Context: an optimization exercise on an open-source flow, tuned for small area. The choices shown serve that exercise and are no tape-out recipe. In this exercise RTL edits were held to simulation tests only and were not proved equivalent to the original. The flow treats the clock pin as an ideal source, which a real chip does not have. Power figures rest on the tool's default switching activity, not on a simulated workload.

## flow/config.mk

```make
export PLATFORM = sky130hd
export DESIGN_NAME = game_core
export DESIGN_NICKNAME = game_core
export VERILOG_FILES = /design/flow/design.v
export SDC_FILE = /design/flow/constraint.sdc
export NUM_CORES = 4
export LEC_CHECK = 0
export CAP_MARGIN = 20
export CORE_MARGIN = 2
export CORE_UTILIZATION = 65
export CTS_BUF_LIST = sky130_fd_sc_hd__clkbuf_8
export CTS_CLUSTER_DIAMETER = 60
export CTS_CLUSTER_SIZE = 10
export GPL_ROUTABILITY_DRIVEN = 0
export GPL_TIMING_DRIVEN = 0
export SLEW_MARGIN = 20
```

## flow/constraint.sdc

```tcl
create_clock -name core_clock -period 12.0 [get_ports {clk}]
set_input_delay 2.4000 -clock core_clock [delete_from_list [all_inputs] [get_ports {clk}]]
set_output_delay 2.4000 -clock core_clock [all_outputs]
set_load 0.01 [all_outputs]
```

## flow/flow/recover.tcl

```tcl
# After CTS: downsize cells on paths with spare slack to recover area, then
# legalize the placement again.
log_cmd estimate_parasitics -placement
log_cmd repair_timing -recover_power 100 -setup_margin 0.1 -verbose
log_cmd detailed_placement
check_placement -verbose
log_cmd estimate_parasitics -placement
report_worst_slack -max
report_design_area
```

## flow/standard.sh

```bash
#!/bin/bash
# synth_recipe.tcl (not shown) runs the flow's synth.tcl, then flattens the netlist and writes it again
# the make line also repeats each setting of config.mk as NAME=value (left out here)
make -C /OpenROAD-flow-scripts/flow DESIGN_CONFIG=/design/flow/config.mk WORK_HOME=/design/flow/orfs CLKGATE_MAP_FILE= SYNTH_SCRIPT=/design/flow/synth_recipe.tcl "${@:-finish}"
```

## flow/design.v

```verilog
module mbullet #(parameter int DIR = 0)    
(
    input  logic       clk, rst, fe,
    input  logic       keep,               
    input  logic [9:0] px20, py20,         
    input  logic [9:0] cx, cy,             
    input  logic       cxok, cyok,         
    output logic [9:0] bx, by,
    output logic       hit
);
    function automatic logic ge10(input logic [9:0] a, input logic [9:0] b);
        logic g;
        g = 1'b1;
        for (int i = 0; i < 10; i++)
            g = (a[i] & ~b[i]) | (a[i] & g) | (~b[i] & g);
        ge10 = g;
    endfunction
    function automatic logic [9:0] add10(input logic [9:0] a, input logic [9:0] b);
        logic c;
        c = 1'b0;
        for (int i = 0; i < 10; i++) begin
            add10[i] = a[i] ^ b[i] ^ c;
            c = (a[i] & b[i]) | (a[i] & c) | (b[i] & c);
        end
    endfunction
    logic st, mv;                          
    logic [9:0] xin, yin;
    logic miss, inbox;
    wire m = fe & mv;
    always_comb begin
        xin = bx;
        yin = by;
        case (DIR)
            0: xin = add10(bx, {{8{m}}, 2'b00});
            1: xin = add10(bx, {7'd0, m, 2'b00});
            2: yin = add10(by, {{8{m}}, 2'b00});
            default: yin = add10(by, {7'd0, m, 2'b00});
        endcase
    end
    assign miss  = ge10(10'd40, yin) || (ge10(yin, 10'd434) && ge10(10'd1018, yin)) ||
                   ge10(10'd40, xin) || (ge10(xin, 10'd594) && ge10(10'd1018, xin));
    function automatic logic [10:0] sub10(input logic [9:0] a, input logic [9:0] b);
        logic c;
        c = 1'b1;
        for (int i = 0; i < 10; i++) begin
            sub10[i] = a[i] ^ ~b[i] ^ c;
            c = (a[i] & ~b[i]) | (a[i] & c) | (~b[i] & c);
        end
        sub10[10] = ~c;
    endfunction
    wire [10:0] hx = sub10(xin, cx);
    wire [10:0] hy = sub10(yin, cy);
    assign inbox = !hx[10] && ge10(10'd40, hx[9:0]) && cxok &&
                   !hy[10] && ge10(10'd40, hy[9:0]) && cyok;
    assign hit   = !st && !miss && inbox;
    always_ff @(posedge clk) begin
        if (rst || !keep || (fe && st) || (!st && (miss || inbox))) begin
            bx <= px20;
            by <= py20;
            mv <= 1'b0;
        end else begin
            bx <= xin;
            by <= yin;
            mv <= mv | fe;
        end
        if (rst)
            st <= 1'b1;
        else if (st)
            st <= 1'b0;
        else
            st <= miss || inbox;
    end
endmodule
module game_core(
    input  logic        clk,
    input  logic        reset,           
    input  logic        frame_clk,       
    input  logic [15:0] keycode,
    input  logic [9:0]  DrawX, DrawY,    
    output logic [2:0]  Health,
    output logic        active_key,
    output logic        dungeon_frame1, dungeon_frame2, dungeon_frame3,
    output logic        initial_frame, final_frame, game_over,
    output logic [9:0]  Monster_X, Monster_Y, Monster_X_2, Monster_Y_2,
    output logic [9:0]  monster_bullet_X_L, monster_bullet_Y_L,
                        monster_bullet_X_R, monster_bullet_Y_R,
                        monster_bullet_X_U, monster_bullet_Y_U,
                        monster_bullet_X_D, monster_bullet_Y_D,
    output logic [9:0]  bullet_X, bullet_Y,
    output logic [9:0]  char_frame_X, char_frame_Y,
    output logic        character_frame,
    output logic        is_character, is_monster1, is_monster2, is_monster3,
    output logic        is_bullet, is_bullet_l, is_bullet_r, is_bullet_u, is_bullet_d,
    output logic        is_heart, is_key,
    output logic [18:0] char_ra, background_ra, monster1_ra, monster2_ra, monster3_ra,
    output logic [18:0] bullet_ra, bullet_l_ra, bullet_r_ra, bullet_u_ra, bullet_d_ra,
    output logic [18:0] heart_ra, key_ra
);
    function automatic logic [10:0] sub10(input logic [9:0] a, input logic [9:0] b);
        logic c;
        c = 1'b1;
        for (int i = 0; i < 10; i++) begin
            sub10[i] = a[i] ^ ~b[i] ^ c;
            c = (a[i] & ~b[i]) | (a[i] & c) | (~b[i] & c);
        end
        sub10[10] = ~c;
    endfunction
    function automatic logic [10:0] nsub10(input logic [9:0] na, input logic [9:0] b);
        logic c;
        logic [9:0] t;
        c = 1'b0;
        for (int i = 0; i < 10; i++) begin
            t[i] = na[i] ^ b[i] ^ c;
            c = (na[i] & b[i]) | (na[i] & c) | (b[i] & c);
        end
        nsub10 = {c, ~t};
    endfunction
    function automatic logic ge10(input logic [9:0] a, input logic [9:0] b);
        logic g;
        g = 1'b1;
        for (int i = 0; i < 10; i++)
            g = (a[i] & ~b[i]) | (a[i] & g) | (~b[i] & g);
        ge10 = g;
    endfunction
    function automatic logic ge8(input logic [7:0] a, input logic [7:0] b);
        logic g;
        g = 1'b1;
        for (int i = 0; i < 8; i++)
            g = (a[i] & ~b[i]) | (a[i] & g) | (~b[i] & g);
        ge8 = g;
    endfunction
    function automatic logic [9:0] add10(input logic [9:0] a, input logic [9:0] b);
        logic c;
        c = 1'b0;
        for (int i = 0; i < 10; i++) begin
            add10[i] = a[i] ^ b[i] ^ c;
            c = (a[i] & b[i]) | (a[i] & c) | (b[i] & c);
        end
    endfunction
    function automatic logic [15:0] add16(input logic [15:0] a, input logic [15:0] b,
                                          input logic cin);
        logic c;
        c = cin;
        for (int i = 0; i < 16; i++) begin
            add16[i] = a[i] ^ b[i] ^ c;
            c = (a[i] & b[i]) | (a[i] & c) | (b[i] & c);
        end
    endfunction
    function automatic logic [15:0] mul42w(input logic [5:0] y, input logic [5:0] x, input logic wx, input logic wy);
        logic s0, k0, s1, k1, s2, k2, s3, k3, s4, k4, s5, k5, s6, k6, s7, k7, s8, k8, s9, k9, s10, k10, s11, k11, s12, k12, s13, k13, s14, k14, s15, k15, s16, k16, s17, k17, s18, k18, s19, k19, s20, k20, s21, k21, s22, k22, s23, k23;
        s0 = x[1] ^ y[0];
        k0 = x[1] & y[0];
        s1 = x[2] ^ y[1] ^ k0;
        k1 = (x[2] & y[1]) | (x[2] & k0) | (y[1] & k0);
        s2 = x[3] ^ y[2] ^ y[0];
        k2 = (x[3] & y[2]) | (x[3] & y[0]) | (y[2] & y[0]);
        s3 = k1 ^ s2;
        k3 = k1 & s2;
        s4 = x[4] ^ y[3] ^ y[1];
        k4 = (x[4] & y[3]) | (x[4] & y[1]) | (y[3] & y[1]);
        s5 = k2 ^ k3 ^ s4;
        k5 = (k2 & k3) | (k2 & s4) | (k3 & s4);
        s6 = x[5] ^ y[4] ^ y[2];
        k6 = (x[5] & y[4]) | (x[5] & y[2]) | (y[4] & y[2]);
        s7 = y[0] ^ k4 ^ k5;
        k7 = (y[0] & k4) | (y[0] & k5) | (k4 & k5);
        s8 = s6 ^ s7;
        k8 = s6 & s7;
        s9 = y[5] ^ y[3] ^ y[1];
        k9 = (y[5] & y[3]) | (y[5] & y[1]) | (y[3] & y[1]);
        s10 = wx ^ k6 ^ k7;
        k10 = (wx & k6) | (wx & k7) | (k6 & k7);
        s11 = k8 ^ s9 ^ s10;
        k11 = (k8 & s9) | (k8 & s10) | (s9 & s10);
        s12 = y[4] ^ y[2] ^ wx;
        k12 = (y[4] & y[2]) | (y[4] & wx) | (y[2] & wx);
        s13 = wy ^ k9 ^ k10;
        k13 = (wy & k9) | (wy & k10) | (k9 & k10);
        s14 = k11 ^ s12 ^ s13;
        k14 = (k11 & s12) | (k11 & s13) | (s12 & s13);
        s15 = y[5] ^ y[3] ^ wx;
        k15 = (y[5] & y[3]) | (y[5] & wx) | (y[3] & wx);
        s16 = wy ^ k12 ^ k13;
        k16 = (wy & k12) | (wy & k13) | (k12 & k13);
        s17 = k14 ^ s15 ^ s16;
        k17 = (k14 & s15) | (k14 & s16) | (s15 & s16);
        s18 = y[4] ^ wx ^ k15;
        k18 = (y[4] & wx) | (y[4] & k15) | (wx & k15);
        s19 = k16 ^ k17 ^ s18;
        k19 = (k16 & k17) | (k16 & s18) | (k17 & s18);
        s20 = y[5] ^ wy ^ k18;
        k20 = (y[5] & wy) | (y[5] & k18) | (wy & k18);
        s21 = k19 ^ s20;
        k21 = k19 & s20;
        s22 = wy ^ k20 ^ k21;
        k22 = (wy & k20) | (wy & k21) | (k20 & k21);
        s23 = wy ^ k22;
        k23 = wy & k22;
        mul42w = {wy, 1'b0, k23, s23, s22, s21, s19, s17, s14, s11, s8, s5, s3, s1, s0, x[0]};
    endfunction
    function automatic logic [11:0] mul42(input logic [5:0] y, input logic [5:0] x);
        logic s0, k0, s1, k1, s2, k2, s3, k3, s4, k4, s5, k5, s6, k6, s7, k7, s8, k8, s9, k9, s10, k10, s11, k11, s12, k12, s13, k13, s14, k14, s15, k15, s16, k16, s17, k17;
        s0 = x[1] ^ y[0];
        k0 = x[1] & y[0];
        s1 = x[2] ^ y[1] ^ k0;
        k1 = (x[2] & y[1]) | (x[2] & k0) | (y[1] & k0);
        s2 = x[3] ^ y[2] ^ y[0];
        k2 = (x[3] & y[2]) | (x[3] & y[0]) | (y[2] & y[0]);
        s3 = k1 ^ s2;
        k3 = k1 & s2;
        s4 = x[4] ^ y[3] ^ y[1];
        k4 = (x[4] & y[3]) | (x[4] & y[1]) | (y[3] & y[1]);
        s5 = k2 ^ k3 ^ s4;
        k5 = (k2 & k3) | (k2 & s4) | (k3 & s4);
        s6 = x[5] ^ y[4] ^ y[2];
        k6 = (x[5] & y[4]) | (x[5] & y[2]) | (y[4] & y[2]);
        s7 = y[0] ^ k4 ^ k5;
        k7 = (y[0] & k4) | (y[0] & k5) | (k4 & k5);
        s8 = s6 ^ s7;
        k8 = s6 & s7;
        s9 = y[5] ^ y[3] ^ y[1];
        k9 = (y[5] & y[3]) | (y[5] & y[1]) | (y[3] & y[1]);
        s10 = k6 ^ k7 ^ k8;
        k10 = (k6 & k7) | (k6 & k8) | (k7 & k8);
        s11 = s9 ^ s10;
        k11 = s9 & s10;
        s12 = y[4] ^ y[2] ^ k9;
        k12 = (y[4] & y[2]) | (y[4] & k9) | (y[2] & k9);
        s13 = k10 ^ k11 ^ s12;
        k13 = (k10 & k11) | (k10 & s12) | (k11 & s12);
        s14 = y[5] ^ y[3] ^ k12;
        k14 = (y[5] & y[3]) | (y[5] & k12) | (y[3] & k12);
        s15 = k13 ^ s14;
        k15 = k13 & s14;
        s16 = y[4] ^ k14 ^ k15;
        k16 = (y[4] & k14) | (y[4] & k15) | (k14 & k15);
        s17 = y[5] ^ k16;
        k17 = y[5] & k16;
        mul42 = {k17, s17, s16, s15, s13, s11, s8, s5, s3, s1, s0, x[0]};
    endfunction
    function automatic logic [11:0] mul140(input logic [4:0] y, input logic [7:0] x);
        logic s0, k0, s1, k1, s2, k2, s3, k3, s4, k4, s5, k5, s6, k6, s7, k7, s8, k8, s9, k9, s10, k10, s11, k11, s12, k12, s13, k13, s14, k14;
        s0 = x[2] ^ y[0];
        k0 = x[2] & y[0];
        s1 = x[3] ^ y[1] ^ y[0];
        k1 = (x[3] & y[1]) | (x[3] & y[0]) | (y[1] & y[0]);
        s2 = k0 ^ s1;
        k2 = k0 & s1;
        s3 = x[4] ^ y[2] ^ y[1];
        k3 = (x[4] & y[2]) | (x[4] & y[1]) | (y[2] & y[1]);
        s4 = k1 ^ k2 ^ s3;
        k4 = (k1 & k2) | (k1 & s3) | (k2 & s3);
        s5 = x[5] ^ y[3] ^ y[2];
        k5 = (x[5] & y[3]) | (x[5] & y[2]) | (y[3] & y[2]);
        s6 = k3 ^ k4 ^ s5;
        k6 = (k3 & k4) | (k3 & s5) | (k4 & s5);
        s7 = x[6] ^ y[4] ^ y[3];
        k7 = (x[6] & y[4]) | (x[6] & y[3]) | (y[4] & y[3]);
        s8 = k5 ^ k6 ^ s7;
        k8 = (k5 & k6) | (k5 & s7) | (k6 & s7);
        s9 = x[7] ^ y[4] ^ y[0];
        k9 = (x[7] & y[4]) | (x[7] & y[0]) | (y[4] & y[0]);
        s10 = k7 ^ k8 ^ s9;
        k10 = (k7 & k8) | (k7 & s9) | (k8 & s9);
        s11 = y[1] ^ k9 ^ k10;
        k11 = (y[1] & k9) | (y[1] & k10) | (k9 & k10);
        s12 = y[2] ^ k11;
        k12 = y[2] & k11;
        s13 = y[3] ^ k12;
        k13 = y[3] & k12;
        s14 = y[4] ^ k13;
        k14 = y[4] & k13;
        mul140 = {s14, s13, s12, s11, s10, s8, s6, s4, s2, s0, x[1], x[0]};
    endfunction
    function automatic logic [4:0] mul5(input logic [2:0] y, input logic [2:0] x);
        logic s0, k0, s1, k1, s2, k2, s3, k3, s4, k4, s5, k5;
        s0 = x[0] ^ y[0];
        k0 = x[0] & y[0];
        s1 = x[1] ^ y[1] ^ k0;
        k1 = (x[1] & y[1]) | (x[1] & k0) | (y[1] & k0);
        s2 = x[2] ^ y[2] ^ y[0];
        k2 = (x[2] & y[2]) | (x[2] & y[0]) | (y[2] & y[0]);
        s3 = k1 ^ s2;
        k3 = k1 & s2;
        s4 = y[1] ^ k2 ^ k3;
        k4 = (y[1] & k2) | (y[1] & k3) | (k2 & k3);
        s5 = y[2] ^ k4;
        k5 = y[2] & k4;
        mul5 = {s5, s4, s3, s1, s0};
    endfunction
    function automatic logic [12:0] bg5(input logic [8:0] y, input logic [2:0] x);
        logic s0, k0, s1, k1, s2, k2, s3, k3, s4, k4, s5, k5, s6, k6, s7, k7, s8, k8, s9, k9, s10, k10, s11, k11, s12, k12, s13, k13, s14, k14, s15, k15, s16, k16, s17, k17;
        s0 = x[0] ^ y[0];
        k0 = x[0] & y[0];
        s1 = x[1] ^ y[1] ^ k0;
        k1 = (x[1] & y[1]) | (x[1] & k0) | (y[1] & k0);
        s2 = x[2] ^ y[2] ^ y[0];
        k2 = (x[2] & y[2]) | (x[2] & y[0]) | (y[2] & y[0]);
        s3 = k1 ^ s2;
        k3 = k1 & s2;
        s4 = y[3] ^ y[1] ^ k2;
        k4 = (y[3] & y[1]) | (y[3] & k2) | (y[1] & k2);
        s5 = k3 ^ s4;
        k5 = k3 & s4;
        s6 = y[4] ^ y[2] ^ k4;
        k6 = (y[4] & y[2]) | (y[4] & k4) | (y[2] & k4);
        s7 = k5 ^ s6;
        k7 = k5 & s6;
        s8 = y[5] ^ y[3] ^ k6;
        k8 = (y[5] & y[3]) | (y[5] & k6) | (y[3] & k6);
        s9 = k7 ^ s8;
        k9 = k7 & s8;
        s10 = y[6] ^ y[4] ^ k8;
        k10 = (y[6] & y[4]) | (y[6] & k8) | (y[4] & k8);
        s11 = k9 ^ s10;
        k11 = k9 & s10;
        s12 = y[7] ^ y[5] ^ k10;
        k12 = (y[7] & y[5]) | (y[7] & k10) | (y[5] & k10);
        s13 = k11 ^ s12;
        k13 = k11 & s12;
        s14 = y[8] ^ y[6] ^ k12;
        k14 = (y[8] & y[6]) | (y[8] & k12) | (y[6] & k12);
        s15 = k13 ^ s14;
        k15 = k13 & s14;
        s16 = y[7] ^ k14 ^ k15;
        k16 = (y[7] & k14) | (y[7] & k15) | (k14 & k15);
        s17 = y[8] ^ k16;
        k17 = y[8] & k16;
        bg5 = {1'b0, k17, s17, s16, s15, s13, s11, s9, s7, s5, s3, s1, s0};
    endfunction
    logic fdly, fe;
    always_ff @(posedge clk) begin
        fdly <= frame_clk;
        fe   <= frame_clk & ~fdly;
    end
    localparam logic [2:0] S_START = 3'd0, S_L1 = 3'd1, S_W1 = 3'd2, S_W2 = 3'd3,
                           S_L2 = 3'd4, S_L3 = 3'd5, S_END = 3'd6, S_GO = 3'd7;
    logic [2:0] st, st_n;
    logic F1, F2, F3, Fkey, N2, N3, akey;
    logic F1_n, F2_n, F3_n, Fkey_n, N2_n, N3_n, akey_n;
    logic soft_reset;
    logic [2:0] health;
    logic [9:0] cx, cy;                   
    logic eng_finish, eng_hit;
    logic [1:0] last;                     
    wire inL1 = st == S_L1;
    wire inL2 = st == S_L2;
    wire inL3 = st == S_L3;
    wire act  = (inL1 & ~F1) | (inL2 & ~F2) | (inL3 & ~F3);
    wire [1:0] lvl = inL1 ? 2'd1 : inL2 ? 2'd2 : 2'd3;
    wire fin  = eng_finish & (act | (last == lvl));
    wire die  = health == 3'd0;
    wire k28 = keycode == 16'h0028;
    wire k29 = keycode == 16'h0029;
    wire k44 = keycode == 16'd44;
    wire cx_300_330 = ge10(cx, 10'd300) && ge10(10'd330, cx);
    wire cy_210_230 = ge10(cy, 10'd210) && ge10(10'd230, cy);
    always_comb begin
        st_n = st;
        F1_n = F1; F2_n = F2; F3_n = F3;
        Fkey_n = Fkey; N2_n = N2; N3_n = N3; akey_n = akey;
        soft_reset = 1'b0;
        case (st)
            S_START:
                if (k28) begin
                    st_n = S_L1;
                    soft_reset = 1'b1;
                    Fkey_n = 1'b0;
                    akey_n = 1'b0;
                end
            S_L1:
                if (fin)
                    F1_n = 1'b1;
                else if ((F1 && ge10(cx, 10'd540) && ge10(cy, 10'd220) && ge10(10'd260, cy)) || k44) begin
                    N2_n = 1'b1;
                    st_n = S_W1;
                end else if (F1 && cx_300_330 && ge10(10'd60, cy)) begin
                    N3_n = 1'b1;
                    st_n = S_W1;
                end else if (die)
                    st_n = S_GO;
            S_W1: begin
                st_n = S_W2;
                soft_reset = 1'b1;
            end
            S_W2: begin
                soft_reset = 1'b1;
                if (N2) begin
                    st_n = S_L2;
                    N2_n = 1'b0;
                end else if (N3) begin
                    st_n = S_L3;
                    N3_n = 1'b0;
                end else
                    st_n = S_L1;
            end
            S_L2:
                if (fin && !F2) begin
                    akey_n = 1'b1;
                    F2_n = 1'b1;
                end else if (akey && cx_300_330 && cy_210_230) begin
                    akey_n = 1'b0;
                    Fkey_n = 1'b1;
                end else if (F2 && Fkey && cy_210_230 && ge10(10'd60, cx))
                    st_n = S_W1;
                else if (die)
                    st_n = S_GO;
            S_L3:
                if (fin)
                    F3_n = 1'b1;
                else if (F3 && cx_300_330 && ge10(cy, 10'd380))
                    st_n = S_W1;
                else if (die)
                    st_n = S_GO;
                else if (F3 && Fkey && cx_300_330 && cy_210_230)
                    st_n = S_END;
            default: begin        
                soft_reset = 1'b1;
                if (k29) begin
                    F1_n = 1'b0; F2_n = 1'b0; F3_n = 1'b0;
                    st_n = S_START;
                end
            end
        endcase
    end
    always_ff @(posedge clk) begin
        if (reset) begin
            st <= S_START;
            F1 <= 1'b0; F2 <= 1'b0; F3 <= 1'b0;
            Fkey <= 1'b0; N2 <= 1'b0; N3 <= 1'b0; akey <= 1'b0;
        end else begin
            st <= st_n;
            F1 <= F1_n; F2 <= F2_n; F3 <= F3_n;
            Fkey <= Fkey_n; N2 <= N2_n; N3 <= N3_n; akey <= akey_n;
        end
    end
    always_ff @(posedge clk) begin
        if (reset)
            health <= 3'b111;
        else if (act) begin
            if (eng_hit)
                health <= health - 3'd1;
        end else if (!(inL1 | inL2 | inL3 | st == S_W1 | st == S_W2))
            health <= 3'b111;
    end
    always_ff @(posedge clk)
        if (act)
            last <= lvl;
    logic nact;
    logic [1:0] nlvl;
    always_comb begin
        nact = 1'b0;
        nlvl = 2'd1;
        if (st == S_START)
            nact = k28 & ~F1;
        else if (st == S_W2) begin
            if (N2) begin
                nlvl = 2'd2;
                nact = ~F2;
            end else if (N3) begin
                nlvl = 2'd3;
                nact = ~F3;
            end else
                nact = ~F1;
        end
    end
    wire hard = nact & ~reset & (last != nlvl);
    wire erst = ~act;
    wire keep = ~reset & ((st_n == S_L1 & ~F1_n) | (st_n == S_L2 & ~F2_n) | (st_n == S_L3 & ~F3_n));
    assign Health = health;
    assign active_key = akey;
    assign dungeon_frame1 = inL1;
    assign dungeon_frame2 = inL2;
    assign dungeon_frame3 = inL3;
    assign initial_frame = st == S_START;
    assign final_frame = st == S_END;
    assign game_over = st == S_GO;
    logic [1:0] cxm, cym;      
    logic [1:0] cxm_n, cym_n;
    logic cpic, cpic_n;
    wire [7:0] klo = keycode[7:0];
    wire [7:0] khi = keycode[15:8];
    wire cy_top = ge10(10'd40, cy);
    wire cy_bot = ge10(cy, 10'd389) && ge10(10'd973, cy);
    wire cx_rgt = ge10(cx, 10'd557) && ge10(10'd981, cx);
    wire cx_lft = ge10(10'd40, cx);
    wire xmv = fe & cxm[1];
    wire ymv = fe & cym[1];
    wire [9:0] cx_in = add10(cx, {{8{xmv & cxm[0]}}, xmv, 1'b0});
    wire [9:0] cy_in = add10(cy, {{8{ymv & cym[0]}}, ymv, 1'b0});
    always_comb begin
        cxm_n = (keycode == 16'd0) ? 2'b00 : cxm;
        cym_n = (keycode == 16'd0) ? 2'b00 : cym;
        cpic_n = cpic;
        if (fe) begin
            case (keycode)
                16'h001a: begin cym_n = 2'b11; cxm_n = 2'b00; end
                16'h0004: begin cxm_n = 2'b11; cym_n = 2'b00; cpic_n = 1'b1; end
                16'h0016: begin cym_n = 2'b10; cxm_n = 2'b00; end
                16'h0007: begin cxm_n = 2'b10; cym_n = 2'b00; cpic_n = 1'b0; end
                16'h1a04, 16'h041a: begin cxm_n = 2'b11; cym_n = 2'b11; cpic_n = 1'b1; end
                16'h1a07, 16'h071a: begin cxm_n = 2'b10; cym_n = 2'b11; cpic_n = 1'b0; end
                16'h0416, 16'h1604: begin cxm_n = 2'b11; cym_n = 2'b10; cpic_n = 1'b1; end
                16'h1607, 16'h0716: begin cxm_n = 2'b10; cym_n = 2'b10; cpic_n = 1'b0; end
                default: ;
            endcase
            if (cy_bot && (klo == 8'h16 || khi == 8'h16))
                cym_n = 2'b00;
            else if (cy_top && (klo == 8'h1a || khi == 8'h1a))
                cym_n = 2'b00;
            if (cx_rgt && klo == 8'h07) begin
                cxm_n = 2'b00;
                if (cy_top || cy_bot)
                    cym_n = 2'b00;
            end else if (cx_lft && klo == 8'h04) begin
                cxm_n = 2'b00;
                if (cy_top || cy_bot)
                    cym_n = 2'b00;
            end
        end
    end
    always_ff @(posedge clk) begin
        if (reset || soft_reset) begin
            cx <= 10'd50;
            cy <= 10'd50;
            cxm <= 2'b00;
            cym <= 2'b00;
            cpic <= 1'b0;
        end else begin
            cx <= cx_in;
            cy <= cy_in;
            cxm <= cxm_n;
            cym <= cym_n;
            cpic <= cpic_n;
        end
    end
    assign char_frame_X = cx;
    assign char_frame_Y = cy;
    assign character_frame = cpic;
    logic [1:0] h1;
    logic [9:0] p1x, p1y;
    logic [7:0] c1;
    logic [1:0] d1;            
    logic [1:0] m1;            
    logic [1:0] m1_n;
    logic pb_hit1, pb_hit2;    
    wire [9:0] q1x = hard ? 10'd320 : p1x;
    wire [9:0] q1y = hard ? 10'd240 : p1y;
    always_comb begin
        m1_n = ge8(c1, 8'd120) ? 2'd0 : m1;
        if (fe) begin
            if (d1 == 2'b00)
                m1_n = ge10(10'd40, p1y) ? 2'd0 : 2'd3;
            else if (d1 == 2'b01)
                m1_n = 2'd1;
            else
                m1_n = (ge10(p1x, 10'd579) && ge10(10'd1003, p1x)) ? 2'd0 : 2'd2;
        end
    end
    wire m1l = fe & (m1 == 2'd1);
    wire m1r = fe & (m1 == 2'd2);
    wire m1u = fe & (m1 == 2'd3);
    wire [9:0] p1x_mv = add10(p1x, {{9{m1l}}, m1l | m1r});
    wire [9:0] p1y_mv = add10(p1y, {10{m1u}});
    wire [7:0] c1_inc = 8'(add10({2'b0, c1}, {9'd0, fe}));
    always_ff @(posedge clk) begin
        begin
            if (pb_hit1 && !hard)
                h1 <= h1 - 2'd1;
            else if (erst)
                h1 <= 2'd3;
            if (h1 == 2'd0 && !hard) begin
                p1x <= 10'd0;
                p1y <= 10'd0;
            end else if (erst) begin
                p1x <= 10'd320;
                p1y <= 10'd240;
            end else begin
                p1x <= p1x_mv;
                p1y <= p1y_mv;
            end
            m1 <= erst ? 2'd0 : m1_n;
            if (!ge8(8'd240, c1) || erst)
                c1 <= 8'd0;
            else
                c1 <= c1_inc;
        end
        if (!ge10(cx, q1x))
            d1 <= 2'b01;
        else if (!ge10(cy, q1y))
            d1 <= 2'b00;
        else
            d1 <= 2'b11;
    end
    logic [1:0] h2;
    logic [9:0] p2x, p2y;
    logic [7:0] c2;
    logic [1:0] d2;            
    logic [2:0] m2;            
    logic [2:0] m2_n;
    wire [9:0] q2x = hard ? 10'd200 : p2x;
    wire [9:0] q2y = hard ? 10'd300 : p2y;
    wire [10:0] ex = sub10(q2x, cx);
    wire [10:0] ey = sub10(q2y, cy);
    wire sx = ex[10];
    wire sy = ey[10];
    wire [15:0] es = add16({{5{sx}}, ex}, {{5{sy}}, ey} ^ {16{sx ~^ sy}}, sx ~^ sy);
    wire ahor = sx ? (es[15] | (es == 16'd0)) : !es[15];
    wire [1:0] d2_n = ahor ? (sx ? 2'b11 : 2'b01) : (sy ? 2'b10 : 2'b00);
    always_comb begin
        m2_n = ge8(8'd80, c2) ? 3'd0 : m2;
        if (fe) begin
            case (d2)
                2'b00: m2_n = ge10(10'd40, p2y) ? 3'd0 : 3'b100;
                2'b01: m2_n = 3'b101;
                2'b10: m2_n = (ge10(p2y, 10'd419) && ge10(10'd1003, p2y)) ? 3'd0 : 3'b110;
                default: m2_n = (ge10(p2x, 10'd579) && ge10(10'd1003, p2x)) ? 3'd0 : 3'b111;
            endcase
        end
    end
    wire m2u = fe & (m2 == 3'b100);
    wire m2l = fe & (m2 == 3'b101);
    wire m2d = fe & (m2 == 3'b110);
    wire m2r = fe & (m2 == 3'b111);
    wire [9:0] p2x_mv = add10(p2x, {{8{m2l}}, m2r, m2l | m2r});
    wire [9:0] p2y_mv = add10(p2y, {{8{m2u}}, m2d, m2u | m2d});
    wire [7:0] c2_inc = 8'(add10({2'b0, c2}, {9'd0, fe}));
    always_ff @(posedge clk) begin
        begin
            if (pb_hit2 && !hard)
                h2 <= h2 - 2'd1;
            else if (erst)
                h2 <= 2'd3;
            if (h2 == 2'd0 && !hard) begin
                p2x <= 10'd0;
                p2y <= 10'd0;
            end else if (erst) begin
                p2x <= 10'd200;
                p2y <= 10'd300;
            end else begin
                p2x <= p2x_mv;
                p2y <= p2y_mv;
            end
            m2 <= erst ? 3'd0 : m2_n;
            if (!ge8(8'd160, c2) || erst)
                c2 <= 8'd0;
            else
                c2 <= c2_inc;
        end
        d2 <= d2_n;
    end
    wire m2_touch = ((ex[10] && ge10(ex[9:0], 10'd1004)) || ex == 11'd0) && ge10(10'd1003, p2x) &&
                    ((ey[10] && ge10(ey[9:0], 10'd1004)) || ey == 11'd0) && ge10(10'd1003, p2y);
    wire [9:0] p1x20 = keep ? (hard ? 10'd340 : add10(p1x, 10'd20)) : 10'd0;
    wire [9:0] p1y20 = keep ? (hard ? 10'd260 : add10(p1y, 10'd20)) : 10'd0;
    wire cxok = ge10(10'd983, cx);
    wire cyok = ge10(10'd983, cy);
    logic [9:0] blx, bly, brx, bry, bux, buy, bdx, bdy;
    logic bl_hit, br_hit, bu_hit, bd_hit;
    mbullet #(.DIR(0)) mb_l(.clk(clk), .rst(erst), .fe(fe), .keep(keep), .px20(p1x20), .py20(p1y20),
                            .cx(cx), .cy(cy), .cxok(cxok), .cyok(cyok),
                            .bx(blx), .by(bly), .hit(bl_hit));
    mbullet #(.DIR(1)) mb_r(.clk(clk), .rst(erst), .fe(fe), .keep(keep), .px20(p1x20), .py20(p1y20),
                            .cx(cx), .cy(cy), .cxok(cxok), .cyok(cyok),
                            .bx(brx), .by(bry), .hit(br_hit));
    mbullet #(.DIR(2)) mb_u(.clk(clk), .rst(erst), .fe(fe), .keep(keep), .px20(p1x20), .py20(p1y20),
                            .cx(cx), .cy(cy), .cxok(cxok), .cyok(cyok),
                            .bx(bux), .by(buy), .hit(bu_hit));
    mbullet #(.DIR(3)) mb_d(.clk(clk), .rst(erst), .fe(fe), .keep(keep), .px20(p1x20), .py20(p1y20),
                            .cx(cx), .cy(cy), .cxok(cxok), .cyok(cyok),
                            .bx(bdx), .by(bdy), .hit(bd_hit));
    logic pst;                 
    logic [1:0] pdir;          
    logic pmv;
    logic [9:0] pbx, pby;
    wire pm = fe & pmv & ~pst;
    wire pmu = pm & (pdir == 2'd0);
    wire pmr = pm & (pdir == 2'd1);
    wire pmd = pm & (pdir == 2'd2);
    wire pml = pm & (pdir == 2'd3);
    wire [9:0] pxin = add10(pbx, {{7{pml}}, pml | pmr, 2'b00});
    wire [9:0] pyin = add10(pby, {{7{pmu}}, pmu | pmd, 2'b00});
    wire pmiss = ge10(10'd40, pyin) || (ge10(pyin, 10'd434) && ge10(10'd1018, pyin)) ||
                 ge10(10'd40, pxin) || (ge10(pxin, 10'd594) && ge10(10'd1018, pxin));
    wire [10:0] g1x = sub10(pxin, p1x);
    wire [10:0] g1y = sub10(pyin, p1y);
    wire [10:0] g2x = sub10(pxin, p2x);
    wire [10:0] g2y = sub10(pyin, p2y);
    wire pbox1 = !g1x[10] && ge10(10'd40, g1x[9:0]) && ge10(10'd983, p1x) &&
                 !g1y[10] && ge10(10'd40, g1y[9:0]) && ge10(10'd983, p1y);
    wire pbox2 = !g2x[10] && ge10(10'd40, g2x[9:0]) && ge10(10'd983, p2x) &&
                 !g2y[10] && ge10(10'd40, g2y[9:0]) && ge10(10'd983, p2y);
    assign pb_hit1 = !pst && !pmiss && pbox1;
    assign pb_hit2 = !pst && !pmiss && !pbox1 && pbox2;
    wire pend = !pst && (pmiss || pbox1 || pbox2);
    always_ff @(posedge clk) begin
        if (erst || (fe && pst) || pend) begin
            pbx <= add10(cx, 10'd20);
            pby <= add10(cy, 10'd20);
            pmv <= 1'b0;
        end else begin
            pbx <= pxin;
            pby <= pyin;
            pmv <= pmv | fe;
        end
        if (erst)
            pst <= 1'b1;
        else if (pst) begin
            if (klo == 8'h52) begin
                pst <= 1'b0; pdir <= 2'd0;
            end else if (klo == 8'h51) begin
                pst <= 1'b0; pdir <= 2'd2;
            end else if (klo == 8'h50) begin
                pst <= 1'b0; pdir <= 2'd3;
            end else if (klo == 8'h4f) begin
                pst <= 1'b0; pdir <= 2'd1;
            end
        end else if (pend)
            pst <= 1'b1;
    end
    assign eng_finish = p1x == 10'd0 && p1y == 10'd0 && p2x == 10'd0 && p2y == 10'd0;
    assign eng_hit = bl_hit | br_hit | bu_hit | bd_hit | m2_touch;
    assign Monster_X = act ? p1x : 10'd0;
    assign Monster_Y = act ? p1y : 10'd0;
    assign Monster_X_2 = act ? p2x : 10'd0;
    assign Monster_Y_2 = act ? p2y : 10'd0;
    assign monster_bullet_X_L = blx;
    assign monster_bullet_Y_L = bly;
    assign monster_bullet_X_R = brx;
    assign monster_bullet_Y_R = bry;
    assign monster_bullet_X_U = bux;
    assign monster_bullet_Y_U = buy;
    assign monster_bullet_X_D = bdx;
    assign monster_bullet_Y_D = bdy;
    assign bullet_X = act ? pbx : 10'd0;
    assign bullet_Y = act ? pby : 10'd0;
    wire anydf = inL1 | inL2 | inL3;
    wire [9:0] nDrawX = ~DrawX;
    wire [9:0] nDrawY = ~DrawY;
    wire [10:0] chx = nsub10(nDrawX, cx);
    wire [10:0] chy = nsub10(nDrawY, cy);
    wire cbox = !chx[10] && !ge10(chx[9:0], 10'd42) && !chy[10] && !ge10(chy[9:0], 10'd50);
    assign is_character = cbox && !(initial_frame || final_frame || game_over);
    wire xpos = xmv & ~cxm[0];
    wire ypos = ymv & ~cym[0];
    wire [5:0] lx = 6'(nsub10({4'd0, nDrawX[5:0]}, {4'd0, cx_in[5:0]}));
    wire [5:0] ly = 6'(nsub10({4'd0, nDrawY[5:0]}, {4'd0, cy_in[5:0]}));
    wire wx = xpos & (chx[5:1] == 5'd0);
    wire wy = ypos & (chy[5:1] == 5'd0);
    wire [15:0] cra = mul42w(ly, lx, wx, wy);
    assign char_ra = is_character ? {3'd0, cra} : 19'd0;
    wire [10:0] s1x = nsub10(nDrawX, p1x);
    wire [10:0] s1y = nsub10(nDrawY, p1y);
    wire mbox1 = p1x != 10'd0 && !s1x[10] && !ge10(s1x[9:0], 10'd42) && ge10(10'd981, p1x) &&
                 !s1y[10] && !ge10(s1y[9:0], 10'd50) && ge10(10'd973, p1y) && act;
    assign is_monster1 = mbox1 && dungeon_frame1;
    assign is_monster2 = mbox1 && !dungeon_frame1 && (dungeon_frame2 || dungeon_frame3);
    wire [11:0] m1ra = mul42(s1y[5:0], s1x[5:0]);
    assign monster1_ra = is_monster1 ? {7'd0, m1ra} : 19'd0;
    assign monster2_ra = is_monster2 ? {7'd0, m1ra} : 19'd0;
    wire [10:0] s2x = nsub10(nDrawX, p2x);
    wire [10:0] s2y = nsub10(nDrawY, p2y);
    wire mbox2 = p2x != 10'd0 && !s2x[10] && !ge10(s2x[9:0], 10'd42) && ge10(10'd981, p2x) &&
                 !s2y[10] && !ge10(s2y[9:0], 10'd50) && ge10(10'd973, p2y) && act;
    assign is_monster3 = mbox2 && anydf;
    wire [11:0] m3ra = mul42(s2y[5:0], s2x[5:0]);
    assign monster3_ra = is_monster3 ? {7'd0, m3ra} : 19'd0;
    function automatic logic [5:0] bbox(input logic [9:0] dx, input logic [9:0] dy,
                                        input logic [9:0] bx, input logic [9:0] by);
        logic [10:0] sx, sy;
        sx = nsub10(dx, bx);
        sy = nsub10(dy, by);
        bbox[0] = !sx[10] && sx[9:3] == 7'd0 && !ge10({7'd0, sx[2:0]}, 10'd5) && ge10(10'd1018, bx) &&
                  !sy[10] && sy[9:3] == 7'd0 && !ge10({7'd0, sy[2:0]}, 10'd5) && ge10(10'd1018, by);
        bbox[5:1] = mul5(sy[2:0], sx[2:0]);
    endfunction
    wire [5:0] bl = bbox(nDrawX, nDrawY, monster_bullet_X_L, monster_bullet_Y_L);
    wire [5:0] br = bbox(nDrawX, nDrawY, monster_bullet_X_R, monster_bullet_Y_R);
    wire [5:0] bu = bbox(nDrawX, nDrawY, monster_bullet_X_U, monster_bullet_Y_U);
    wire [5:0] bd = bbox(nDrawX, nDrawY, monster_bullet_X_D, monster_bullet_Y_D);
    wire [5:0] bp = bbox(nDrawX, nDrawY, pbx, pby);
    assign is_bullet_l = bl[0] && !ge10(10'd20, monster_bullet_X_L) && !ge10(10'd20, monster_bullet_Y_L);
    assign is_bullet_r = br[0] && !ge10(10'd20, monster_bullet_X_R) && !ge10(10'd20, monster_bullet_Y_R);
    assign is_bullet_u = bu[0] && !ge10(10'd20, monster_bullet_X_U) && !ge10(10'd20, monster_bullet_Y_U);
    assign is_bullet_d = bd[0] && !ge10(10'd20, monster_bullet_X_D) && !ge10(10'd20, monster_bullet_Y_D);
    assign is_bullet   = bp[0] && pbx != 10'd0 && pby != 10'd0 && act;
    assign bullet_l_ra = is_bullet_l ? 19'(bl[5:1]) : 19'd0;
    assign bullet_r_ra = is_bullet_r ? 19'(br[5:1]) : 19'd0;
    assign bullet_u_ra = is_bullet_u ? 19'(bu[5:1]) : 19'd0;
    assign bullet_d_ra = is_bullet_d ? 19'(bd[5:1]) : 19'd0;
    assign bullet_ra   = is_bullet   ? 19'(bp[5:1]) : 19'd0;
    wire [15:0] hmax = add16({9'd0, health, 4'b0}, {11'd0, health, 2'b0}, 1'b0);
    assign is_heart = !ge10(DrawX, hmax[9:0]) && !ge10(DrawY, 10'd20) && anydf;
    wire [11:0] hra = mul140(DrawY[4:0], DrawX[7:0]);
    assign heart_ra = is_heart ? {7'd0, hra[11:0]} : 19'd0;
    assign is_key = akey && ge10(DrawX, 10'd300) && !ge10(DrawX, 10'd360) &&
                    ge10(DrawY, 10'd210) && !ge10(DrawY, 10'd245);
    wire [5:0] kx = 6'(add10({4'd0, DrawX[5:0]}, 10'd20));    
    wire [5:0] ky = 6'(add10({4'd0, DrawY[5:0]}, 10'd46));    
    wire [15:0] kra = add16({4'd0, ky, kx}, ~{8'd0, ky, 2'b00}, 1'b1);
    assign key_ra = is_key ? {7'd0, kra[11:0]} : 19'd0;
    wire [12:0] bgh = bg5(DrawY[9:1], DrawX[9:7]);
    assign background_ra = {bgh, DrawX[6:1]};
endmodule
```

## flow/flow/run.sh

```bash
#!/bin/bash
# Standard layout, except that: the port buffers are the platform's smallest
# buffer (buf_1) instead of the default pick; the constant outputs share one
# tie cell (repair_design buffers its net) instead of one tie cell each; and
# after CTS the cells on paths with spare slack are downsized
# (flow/recover.tcl, run as the CTS step's POST hook). Every tool's output is kept in a log file in the work
# folder (ORFS's own logs under orfs/logs, make's output in standard_flow.log).
set -euo pipefail
bash standard.sh BUFFER_PORTS_ARGS="-buffer_cell sky130_fd_sc_hd__buf_1" \
    POST_CTS_TCL="$PWD/flow/recover.tcl" SKIP_REPAIR_TIE_FANOUT=1 finish > standard_flow.log 2>&1
```

==> impl_metrics.json, run 1 <==
{
  "status": "timing/DRC/antenna clean",
  "cap_violations": 0,
  "grt_pass1_vias": 22600,
  "wl_um": 92400,
  "start_util": 0.658,
  "syn_nets": 3348,
  "multi_input_area_um2": 18300,
  "grt_pass1_wl_um": 137000,
  "ys_seq_area_frac": 0.190,
  "finalHoldViolations": 0,
  "die_x_um": 204,
  "critical_path.startpoint": "DrawX[0]",
  "clkLatencyLatePin_ns": 0.65,
  "placed_area_um2": 28100,
  "cp-end-kind": "primary output",
  "stdcell_area_um2": 29000,
  "ant_nets": 0,
  "yosysUniqueCellTypes": 106,
  "clk_pin_slew_ns": 0.07,
  "synth_area_um2": 26100,
  "ys_ff_latch": 219,
  "rr_endpoint": "d2[1]",
  "cts.sinks": 219,
  "route.detailed.drc": 0,
  "port_buffers": 332,
  "dp_hpwl_um": 71700,
  "min_path_cells": 1,
  "rr_worst_depth": 38,
  "netlist.area_leader.share": 0.321,
  "whs_ns": 0.396,
  "cts_tree": "done",
  "area_delta_synth_final_pct": 11.1,
  "worstReg2RegStart": "st[2]",
  "fillerInstances": 3041,
  "vias_per_cell": 6.26,
  "num_io_pins": 449,
  "antenna_found_initial": 2,
  "setup_violations": 0,
  "drive_above_1_share": 0.0879,
  "mostFrequentLayoutCell": "inv_1",
  "slew_headroom": 0.194,
  "ff2ff_setup_slack_ns": 1.54,
  "required_ns": 9.60,
  "synth_largest_area_cell": "fa_1",
  "drtIter0Drc": 2959,
  "grtUsageTotal": 0.448,
  "synthFlopType": "dfxtp_1",
  "arrival_ns": 9.34,
  "vias": 22900,
  "powerDensity_nw_per_um2": 61.6,
  "netlist_instances": 2728,
  "grt_max_degree": 115,
  "fin_crit_ns": 11.74,
  "finalClockSkew_ns": 0.0265,
  "irDropWorstVdd_uv": 78.2,
  "hold_path_end": "fe",
  "worstHoldStart": "fdly",
  "overflow": 0,
  "die_y_um": 204,
  "die_area_um2": 41700,
  "critPathKind": "in -> out",
  "first_pass_iters": 7,
  "drt-wirelength-per-cell_um": 25.3,
  "fin_crit_sh": 0.978,
  "dp_cells": 3588,
  "register_area_um2": 4970,
  "finalMaxSlewViolations": 0,
  "rows": 73,
  "core-area_um2": 39600,
  "instances_no_fill": 3655,
  "async_flop_share": 0,
  "tightestPinTransition_ns": 1.21,
  "path_max_fanout": 10,
  "p_leak_nw": 12.9,
  "yosys_warnings": 5,
  "synth.avg_cell_area_um2": 9.55,
  "synth_area_leaders": "fa_1 (32%), dfxtp_1 (12%), ha_1 (7.8%)",
  "total_power_mw": 1.78,
  "synth_edf_count": 58,
  "critPathLaunchType": "input pin",
  "worstHoldPathType": "reg -> reg",
  "mostFrequentLayoutCells": "inv_1 (443), fa_1 (412), buf_1 (330)",
  "timing.fmax_mhz": 85.2,
  "fin_nets": 3731,
  "tns_ns": 0
}
[metal layers]
| metal | vias to the layer above | part of all wire | GRT usage |
|---|---|---|---|
| met5 | - | 0 | 0 |
| li1 | 9668 | - | - |
| met3 | 449 | 0.14 | 0.141 |
| met1 | 11000 | 0.35 | 0.565 |
| met2 | 1794 | 0.43 | 0.653 |
| met4 | 0 | 0.084 | 0.321 |
[worst max-delay path: stages]
cell and delay (ns):
buf_1 0.13, inv_1 0.46, ha_1 0.41, inv_1 0.06, fa_1 0.17, inv_1 0.05
fa_1 0.39, fa_1 0.41, fa_1 0.40, fa_1 0.39, fa_1 0.40, fa_1 0.39
fa_1 0.37, inv_1 0.08, fa_1 0.42, nor2_1 0.11, nand3_1 0.10, nor4_1 0.22
o21ai_0 0.15, nor4_2 0.65, and3b_1 0.49, clkbuf_1 0.34, and2_1 0.19, buf_1 0.15
[cell type report]
| class | instances | share of cell area |
|---|---|---|
| multi-input cells | 1879 | 0.632 |
| inverters | 448 | 0.0585 |
| repair buffers | 355 | 0.0522 |
| plain buffers | 179 | 0.0418 |
| diodes | 3 | 0.000259 |
| flip-flops and latches | 219 | 0.171 |
| clock buffers | 32 | 0.0152 |
| clock inverters | 15 | 0.00618 |
| well taps | 525 | 0.0227 |
[cells by family (layout without fill, tap and decap cells)]
family          Yosys count  after routing  synth area share
other cells               1              4          0.000144
compound gates          342            342            0.0884
fa+ha+maj               589            589             0.402
flops                   219            219             0.190
xor+xnor                 56             56            0.0188
simple gates            853            853             0.174
buf+inv                 630           1029             0.111
mux                      38             38            0.0152
[worst max path at each step]
stage	cells past startpoint	slack, ns	endpoint
2_1_floorplan	39	0.01	d2[0]
3_3_place_gp	36	-0.90	d2[0]
3_5_place_dp	36	-1.12	d2[0]
5_1_grt	38	-0.01	d2[1]
6_report	24	0.26	monster2_ra[1]
[report_power, final]
| group | total, mW | internal, mW | switching, mW | leakage, nW |
|---|---|---|---|---|
| registers | 0.755 | 0.753 | 0.00162 | 1.97 |
| clock network | 0.650 | 0.331 | 0.319 | 0.341 |
| logic | 0.378 | 0.150 | 0.229 | 10.6 |
[cell usage after synthesis, drive strengths merged, types with 35 or more instances]
| library cell | count |
|---|---|
| a21oi | 103 |
| and2 | 117 |
| buf | 143 |
| clkbuf | 39 |
| dfxtp | 161 |
| edfxtp | 58 |
| fa | 418 |
| ha | 163 |
| inv | 448 |
| nand2 | 123 |
| nand4 | 57 |
| nor2 | 251 |
| nor2b | 36 |
| nor3 | 61 |
| nor4 | 46 |
| o21ai | 70 |
| xnor2 | 35 |
[metrics by stage]
stage           util  setup WS (ns)
2_1_floorplan      -         0.0110
3_3_place_gp   0.707         -0.896
3_5_place_dp   0.709          -1.12
6_report       0.731          0.262
5_1_grt        0.730        -0.0138
==> run 2, diff against run 1 <==
--- a/flow/config.mk
+++ b/flow/config.mk
@@ -13,4 +13,2 @@
 export CTS_CLUSTER_SIZE = 10
-export GPL_ROUTABILITY_DRIVEN = 0
-export GPL_TIMING_DRIVEN = 0
 export SLEW_MARGIN = 20
==> run 2 against run 1 <==
Final cell count is 3.4% lower. Area after synthesis is the same. Combinational power is 6.3% lower. Largest power group unchanged.
==> impl_metrics.json, run 2 <==
{
  "status": "timing/DRC/antenna clean",
  "register_area_um2": 4960,
  "die_x_um": 204,
  "critical_path.startpoint": "keycode[4]",
  "rows": 73,
  "wl_um": 93400,
  "rr_worst_depth": 34,
  "vias_per_cell": 6.29,
  "area_delta_synth_final_pct": 6.84,
  "synth_largest_area_cell": "fa_1",
  "clkLatencyLatePin_ns": 0.64,
  "fin_nets": 3606,
  "async_flop_share": 0,
  "powerDensity_nw_per_um2": 61.2,
  "place.gp.congestion": 1.01,
  "crit_top_cell": "fa_1",
  "num_io_pins": 449,
  "ant_nets": 0,
  "core-area_um2": 39600,
  "slew_headroom": 0.161,
  "worstHoldStart": "mb_d.mv",
  "synth_common_cells": "inv_1 (447), fa_1 (418), nor2_1 (251)",
  "overflow": 0,
  "synthFlopType": "dfxtp_1",
  "irDropWorstVdd_uv": 84.1,
  "timing.fmax_mhz": 87.4,
  "first_pass_iters": 7,
  "drive_above_1_share": 0.0490,
  "cts_tree": "done",
  "drt-wirelength-per-cell_um": 26.4,
  "synth_area_leaders": "fa_1 (32%), dfxtp_1 (12%), ha_1 (7.8%)",
  "min_path_cells": 2,
  "worstReg2RegStart": "st[2]",
  "cp-end-kind": "flop",
  "ys_ff_latch": 219,
  "grt_pass1_vias": 22000,
  "dp_hpwl_um": 72100,
  "critPathLaunchType": "input pin",
  "drtIter0Drc": 2640,
  "grt_max_degree": 115,
  "path_max_fanout": 10,
  "setup_violations": 0,
  "finalMaxSlewViolations": 0,
  "cap_violations": 0,
  "ys_seq_area_frac": 0.190,
  "fin_crit_ns": 11.44,
  "mostFrequentLayoutCells": "inv_1 (455), fa_1 (414), buf_1 (327)",
  "cts.sinks": 219,
  "synth.avg_cell_area_um2": 9.55,
  "synth_edf_count": 58,
  "yosysUniqueCellTypes": 106,
  "required_ns": 12.53,
  "antenna_found_initial": 6,
  "netlist.area_leader.share": 0.321,
  "route.detailed.drc": 0,
  "whs_ns": 0.485,
  "finalClockSkew_ns": 0.0314,
  "netlist_instances": 2728,
  "yosysMostFrequentCell": "inv_1",
  "mostFrequentLayoutCell": "inv_1",
  "tightestPinTransition_ns": 1.26,
  "clk_pin_slew_ns": 0.08,
  "yosys_warnings": 5,
  "tns_ns": 0,
  "start_util": 0.658,
  "finalHoldViolations": 0,
  "fin_crit_sh": 0.953,
  "port_buffers": 334,
  "slowest_delay_ns": 0.60,
  "fillerInstances": 3138,
  "grtUsageTotal": 0.455,
  "vias": 22200,
  "rsz0062_at_grt": "no",
  "worstHoldPathType": "reg -> reg",
  "die_area_um2": 41700,
  "total_power_mw": 1.70,
  "placed_area_um2": 27400,
  "critPathKind": "in -> reg",
  "die_y_um": 204,
  "multi_input_area_um2": 18200,
  "syn_nets": 3348,
  "grt_pass1_wl_um": 138000,
  "arrival_ns": 11.97,
  "cp_slowest_cell": "or4b_1",
  "synth_area_um2": 26100,
  "stdcell_area_um2": 27800,
  "p_leak_nw": 12.2
}
run 2: final timing paths:
check | to | slack, ns
setup / recovery | d2[0] | 0.56
hold / removal | mb_d.mv | 0.49
setup reg to reg | d2[0] | 1.68
hold reg to reg | mb_d.mv | 0.49
run 2: critical path, delay by kind of cell:
family          cells  cell delay, ns
compound gates      2            0.41
xor+xnor            1            0.29
fa+ha+maj          20            6.70
buf+inv             6            0.38
mux                 1            0.33
simple gates        5            1.44
run 2: kinds of logic (layout without fill, tap and decap cells):
kind of cell	after synthesis	in the layout	share of synthesized area
AO/OA/AOI/OAI	342	342	0.0884
buffers and inverters	630	905	0.111
flip-flops	219	219	0.190
adder cells (fa/ha/maj)	589	589	0.402
AND/OR/NAND/NOR	853	853	0.174
multiplexers	38	38	0.0152
XOR/XNOR	56	56	0.0188
other	1	5	0.000144
run 2: layer usage:
metal,up-vias,wire length (µm),share of wire,GRT usage
li1,9427,-,-,-
met1,10800,34300,0.37,0.604
met2,1602,39500,0.42,0.657
met3,361,12200,0.13,0.127
met4,6,7220,0.077,0.298
met5,-,35,0.00037,0
run 2: cell type report:
type / count / share of cell area
multi-input combinational: 1879 / 0.655
sequential: 219 / 0.178
timing repair buffer: 409 / 0.0623
inverter: 448 / 0.0604
tap: 525 / 0.0236
clock buffer: 31 / 0.0153
clock inverter: 17 / 0.00485
antenna: 4 / 0.000359
run 2: power by group:
group | internal [mW] | switching [mW]
logic | 0.127 | 0.227
clock network | 0.282 | 0.315
registers | 0.753 | 0.000433
total | 1.16 | 0.543
run 2: per-stage QoR:
stage	instances	worst slack, ns	utilization
2_1_floorplan	2728	0.0110	-
3_3_place_gp	3479	0.178	0.691
3_5_place_dp	3479	0.0178	0.691
5_1_grt	3529	0.115	0.702
6_report	3532	0.565	0.702
==> run 3, diff against run 2 <==
--- a/flow/config.mk
+++ b/flow/config.mk
@@ -9,3 +9,3 @@
 export CORE_MARGIN = 2
-export CORE_UTILIZATION = 65
+export CORE_UTILIZATION = 75
 export CTS_BUF_LIST = sky130_fd_sc_hd__clkbuf_8
==> run 3 against run 2 <==
Wire length up 3.7%. Final cell count down 1.9%. Power up 1.2%. Die area down 13%. Combinational power up 5%. Area after synthesis unchanged. Clock power about the same. Sequential share of layout area about the same. Critical path type unchanged.
==> impl_metrics.json, run 3 <==
{
  "overflow": 0,
  "grt_pass1_vias": 23700,
  "critPathKind": "in -> reg",
  "cp-end-kind": "flop",
  "status": "timing/DRC/antenna clean",
  "die_x_um": 190,
  "mostFrequentLayoutCells": "inv_1 (459), fa_1 (414), buf_1 (327)",
  "synthFlopType": "dfxtp_1",
  "switching_share": 0.325,
  "synth_area_um2": 26100,
  "area_delta_synth_final_pct": 6.63,
  "mostFrequentLayoutCell": "inv_1",
  "drive_above_1_share": 0.0473,
  "irDropWorstVdd_uv": 99.1,
  "finalMaxSlewViolations": 0,
  "finalHoldViolations": 0,
  "path_max_fanout": 35,
  "drtIter0Drc": 3291,
  "netlist_instances": 2728,
  "timing.fmax_mhz": 87.2,
  "p_clk_frac": 0.348,
  "fin_crit_sh": 0.956,
  "cp_slowest_cell": "or4b_1",
  "first_pass_iters": 6,
  "core-area_um2": 34400,
  "place.gp.congestion": 1.06,
  "cts_tree": "done",
  "rsz0062_at_grt": "no",
  "synth.avg_cell_area_um2": 9.55,
  "antenna_found_initial": 9,
  "finalClockSkew_ns": 0.0477,
  "synth_edf_count": 58,
  "fin_crit_ns": 11.47,
  "rows": 68,
  "vias": 23400,
  "yosysMostFrequentCell": "inv_1",
  "yosysUniqueCellTypes": 106,
  "wl_um": 96800,
  "num_io_pins": 449,
  "ys_seq_area_frac": 0.190,
  "drt-wirelength-per-cell_um": 27.9,
  "slowest_delay_ns": 0.62,
  "p_leak_nw": 12.2,
  "dp_cells": 3406,
  "instances_no_fill": 3466,
  "slew_headroom": 0.129,
  "ant_nets": 0,
  "vias_per_cell": 6.74,
  "intPower_mw": 1.17,
  "netlist.area_leader.share": 0.321,
  "fillerInstances": 2132,
  "cts.sinks": 219,
  "power_frac_seq": 0.437,
  "crit_top_cell": "fa_1",
  "syn_nets": 3348,
  "start_util": 0.758,
  "worstHoldPathType": "reg -> reg",
  "yosys_warnings": 5,
  "grt_pass1_wl_um": 143000,
  "stdcell_area_um2": 27800,
  "synth_largest_area_cell": "fa_1",
  "clkLatencyLatePin_ns": 0.66,
  "ys_ff_latch": 219,
  "dp_hpwl_um": 73400,
  "grtUsageTotal": 0.543,
  "arrival_ns": 12.03,
  "port_buffers": 334,
  "fin_nets": 3604,
  "critPathLaunchType": "input pin",
  "placed_area_um2": 27300,
  "die_y_um": 190,
  "route.detailed.drc": 0,
  "die_area_um2": 36300,
  "setup_violations": 0,
  "required_ns": 12.56,
  "async_flop_share": 0,
  "synth_common_cells": "inv_1 (447), fa_1 (418), nor2_1 (251)",
  "synth_area_leaders": "fa_1 (32%), dfxtp_1 (12%), ha_1 (7.8%)",
  "combPwrFrac": 0.215,
  "clk_pin_slew_ns": 0.09,
  "power_switching_mw": 0.560,
  "tightestPinTransition_ns": 1.30,
  "cap_violations": 0,
  "grt_max_degree": 115,
  "powerDensity_nw_per_um2": 62.1
}
## run 3: changes by cell type in the layout (fill, tap and decap cells not counted), sizes merged
cell    change
buf         -1
inv         +1
clkinv      -1
diode       +5
## run 3: area by class of cell
| type | instances | area [µm²] | share of cell area |
|---|---|---|---|
| Antenna cell | 9 | 22.5 | 0.000810 |
| Multi-Input combinational cell | 1879 | 18200 | 0.656 |
| Tap cell | 455 | 569 | 0.0205 |
| Clock inverter | 17 | 139 | 0.00500 |
| Clock buffer | 31 | 427 | 0.0154 |
| Inverter | 448 | 1680 | 0.0605 |
| Timing Repair Buffer | 408 | 1760 | 0.0632 |
| Sequential cell | 219 | 4960 | 0.179 |
## run 3: worst paths after layout
check	endpoint	slack, ns	cells past startpoint	from
min reg2reg	mb_d.mv	0.48	2	mb_d.mv
max	d2[1]	0.53	35	keycode[10]
max reg2reg	d2[1]	1.48	33	st[1]
min	mb_d.mv	0.48	2	mb_d.mv
## run 3: through the flow
| step | setup slack [ns] | util | TNS (ns) | total power [mW] | hold slack, ns |
|---|---|---|---|---|---|
| after detailed placement | -0.0597 | 0.793 | -0.107 | 1.12 | 0.463 |
| after global routing | 0.111 | 0.808 | 0 | 1.78 | 0.523 |
| after global placement | 0.187 | 0.793 | 0 | 1.09 | 0.459 |
| after floorplan | 0.0110 | - | 0 | 1.02 | 0.367 |
| final | 0.529 | 0.809 | 0 | 1.73 | 0.477 |
## run 3: cells by family after synthesis
kind of cell	count (synthesis)	synth area share
buffers and inverters	630	0.111
AO/OA/AOI/OAI	342	0.0884
multiplexers	38	0.0152
XOR/XNOR	56	0.0188
AND/OR/NAND/NOR	853	0.174
adder cells (fa/ha/maj)	589	0.402
flip-flops	219	0.190
other	1	0.000144
## run 3: power groups by stage
stage	combinational [mW]	clock [mW]	sequential, mW
final	0.372	0.600	0.754
after global routing	0.413	0.613	0.754
after detailed placement	0.354	0	0.771
after global placement	0.319	0	0.771
after floorplan	0.248	0	0.771
## run 3: critical path, delay by kind of cell
| kind | cells | cell delay, ns |
|---|---|---|
| adder cells (fa/ha/maj) | 17 | 6.03 |
| AND/OR/NAND/NOR | 7 | 1.63 |
| buffers and inverters | 6 | 0.83 |
| AO/OA/AOI/OAI | 3 | 0.57 |
| multiplexers | 1 | 0.33 |
| XOR/XNOR | 1 | 0.25 |
## run 3: routing by layer
layer / vias to the layer above / share of wire / track usage
met2: 2107 / 0.43 / 0.786
met1: 11200 / 0.31 / 0.646
met5: - / 0.00033 / 0
met3: 622 / 0.17 / 0.234
met4: 6 / 0.091 / 0.400
li1: 9419 / - / -
==> run 4, diff against run 3 <==
--- a/flow/flow/recover.tcl
+++ b/flow/flow/recover.tcl
@@ -3,3 +3,3 @@
 log_cmd estimate_parasitics -placement
-log_cmd repair_timing -recover_power 100 -setup_margin 0.1 -verbose
+log_cmd repair_timing -recover_power 100 -setup_margin 0.05 -verbose
 log_cmd detailed_placement
--- a/flow/config.mk
+++ b/flow/config.mk
@@ -9,3 +9,3 @@
 export CORE_MARGIN = 2
-export CORE_UTILIZATION = 75
+export CORE_UTILIZATION = 65
 export CTS_BUF_LIST = sky130_fd_sc_hd__clkbuf_8
==> run 4 against run 3 <==
Count of clock-buffer cells in the layout unchanged. Power decreased by 1.2%. Critical path type unchanged. Clock power about the same. Cell area increased by 0.19%. Final cell count increased by 1.9%. First-iteration DRC count decreased by 20%. Flip-flop and latch count unchanged. Sequential share of layout area about the same. Non-clock buffer count increased by 1.
==> impl_metrics.json, run 4 <==
{
  "irDropWorstVdd_uv": 84.1,
  "synth_common_cells": "inv_1 (447), fa_1 (418), nor2_1 (251)",
  "route.detailed.drc": 0,
  "status": "timing/DRC/antenna clean",
  "syn_nets": 3348,
  "yosysUniqueCellTypes": 106,
  "grtUsageTotal": 0.455,
  "async_flop_share": 0,
  "rr_worst_depth": 34,
  "overflow": 0,
  "synthFlopType": "dfxtp_1",
  "place.gp.congestion": 1.01,
  "grt_max_degree": 115,
  "instances_no_fill": 3532,
  "grt_pass1_wl_um": 138000,
  "antenna_found_initial": 6,
  "synthMuxAreaShare": 0.0152,
  "ff2ff_setup_slack_ns": 1.68,
  "fillerInstances": 3138,
  "grt_pass1_vias": 22000,
  "die_x_um": 204,
  "tightestPinTransition_ns": 1.26,
  "cts_tree": "done",
  "cap_violations": 0,
  "fin_nets": 3606,
  "drtIter0Drc": 2640,
  "rsz0062_at_grt": "no",
  "vias_per_cell": 6.29,
  "synth_area_um2": 26100,
  "hold_path_end": "mb_d.mv",
  "synth_edf_count": 58,
  "wl_um": 93400,
  "power_switching_mw": 0.543,
  "switching_share": 0.318,
  "yosys.area_share.adder": 0.402,
  "powerDensity_nw_per_um2": 61.2,
  "finalClockSkew_ns": 0.0314,
  "final_util": 0.702,
  "rr_endpoint": "d2[0]",
  "fin_crit_sh": 0.953,
  "drt-wirelength-per-cell_um": 26.4,
  "p_leak_nw": 12.2,
  "die_y_um": 204,
  "fin_crit_ns": 11.44,
  "min_path_cells": 2,
  "yosysMostFrequentCell": "inv_1",
  "required_ns": 12.53,
  "start_util": 0.658,
  "ant_nets": 0,
  "slowest_delay_ns": 0.60,
  "yosys_warnings": 5,
  "synth_xor_area_frac": 0.0188,
  "num_io_pins": 449,
  "ys_ff_latch": 219,
  "port_buffers": 334,
  "area_delta_synth_final_pct": 6.84,
  "rows": 73,
  "worstHoldStart": "mb_d.mv",
  "combPwrFrac": 0.208,
  "ys_seq_area_frac": 0.190,
  "worstHoldPathType": "reg -> reg",
  "die_area_um2": 41700,
  "clk_pin_slew_ns": 0.08,
  "p_clk_frac": 0.350,
  "vias": 22200,
  "mostFrequentLayoutCell": "inv_1",
  "path_max_fanout": 10,
  "timing.fmax_mhz": 87.4,
  "cp-end-kind": "flop",
  "netlist.area_leader.share": 0.321,
  "dp_hpwl_um": 72100,
  "drive_above_1_share": 0.0490,
  "whs_ns": 0.485,
  "arrival_ns": 11.97,
  "synth_compound_area_frac": 0.0884,
  "clkLatencyLatePin_ns": 0.64,
  "synth.avg_cell_area_um2": 9.55,
  "cts.sinks": 219,
  "mostFrequentLayoutCells": "inv_1 (455), fa_1 (414), buf_1 (327)",
  "critPathKind": "in -> reg",
  "slew_headroom": 0.161,
  "power_frac_seq": 0.442,
  "core-area_um2": 39600,
  "crit_top_cell": "fa_1",
  "synth_top_family_by_area": "adder cells",
  "yosys.area_share.simple": 0.174,
  "setup_violations": 0,
  "intPower_mw": 1.16,
  "cp_slowest_cell": "or4b_1",
  "finalMaxSlewViolations": 0,
  "netlist_instances": 2728,
  "synth_area_leaders": "fa_1 (32%), dfxtp_1 (12%), ha_1 (7.8%)",
  "finalHoldViolations": 0,
  "tns_ns": 0,
  "dp_cells": 3479,
  "synth_largest_area_cell": "fa_1",
  "critPathLaunchType": "input pin",
  "first_pass_iters": 7,
  "worstReg2RegStart": "st[2]"
}
## run 4: worst max-delay path by stage
stage                 from     to  slack [ns]  cells after the start
2_1_floorplan  keycode[14]  d2[0]        0.01                     39
3_3_place_gp    keycode[4]  d2[0]        0.18                     35
3_5_place_dp    keycode[4]  d2[0]        0.02                     35
5_1_grt         keycode[4]  d2[1]        0.12                     36
6_report        keycode[4]  d2[0]        0.56                     35
## run 4: routing by layer
| layer | vias to the layer above | GRT usage | wire, µm |
|---|---|---|---|
| met5 | - | 0 | 35 |
| met4 | 6 | 0.298 | 7220 |
| met3 | 361 | 0.127 | 12200 |
| met2 | 1602 | 0.657 | 39500 |
| met1 | 10800 | 0.604 | 34300 |
| li1 | 9427 | - | - |
## run 4: per-stage QoR
stage	area, µm²	setup slack [ns]	total power, mW
3_5_place_dp	27400	0.0178	1.12
3_3_place_gp	27400	0.178	1.10
5_1_grt	27800	0.115	1.77
2_1_floorplan	26100	0.0110	1.02
6_report	27800	0.565	1.70
## run 4: area by class of cell
| class | count | area, µm² | area share |
|---|---|---|---|
| multi-input combinational | 1879 | 18200 | 0.655 |
| clock inverter | 17 | 135 | 0.00485 |
| inverter | 448 | 1680 | 0.0604 |
| antenna | 4 | 10.0 | 0.000359 |
| tap | 525 | 657 | 0.0236 |
| clock buffer | 31 | 427 | 0.0153 |
| sequential | 219 | 4960 | 0.178 |
| timing repair buffer | 409 | 1740 | 0.0623 |
## run 4: cell families after synthesis
kind of cell,count (synthesis)
simple gates,853
mux,38
xor+xnor,56
compound gates,342
buf+inv,630
other cells,1
fa+ha+maj,589
flops,219
## run 4: power groups by stage
| stage | Clock (mW) | Sequential (mW) | Combinational [mW] |
|---|---|---|---|
| after detailed placement | 0 | 0.771 | 0.348 |
| after global placement | 0 | 0.771 | 0.328 |
| final | 0.597 | 0.754 | 0.354 |
| after global routing | 0.620 | 0.754 | 0.399 |
| after floorplan | 0 | 0.771 | 0.248 |
## run 4: worst max-delay path: cells and delay by family
kind	cells	cell delay (ns)
xor gates and xnor gates	1	0.29
AOI/OAI and AO/OA	2	0.41
muxes	1	0.33
and+or+nand+nor	5	1.44
buffers and inverters	6	0.38
adders and majority gates	20	6.70

-- re-timing with driven ports --
How much do the figures lean on ideal ports? The routed layouts below were timed once more, with nothing changed but the port constraints. Step 1, drivers: a clkbuf_16 drives clk and a buf_2 each remaining input, both assumed. Step 2 adds t to the input delays and takes it off the output delays; t is the mean of the earliest and latest rising clock arrival at the registers after step 1. Input paths then give back, and output paths get back, about the clock's delay inside the block. a / b / c = ideal ports / drivers / drivers and shift; a / b = the first two.
run | t (ns) | slack for setup (ns) | worst data-port slew with drivers (ns)
run 1 | 0.696 | 0.262 / 0.238 / -0.285 | 0.09
run 2 | 0.679 | 0.565 / 0.594 / -0.083 | 0.09
run 3 | 0.697 | 0.529 / 0.554 / -0.132 | 0.27
run 4 | 0.679 | 0.565 / 0.594 / -0.083 | 0.09
With both steps, setup timing fails in every run listed, where it was met with ideal ports. The setup slack of run 3, which loses most, moves by +0.025 ns with the drivers and by -0.661 ns with both steps.
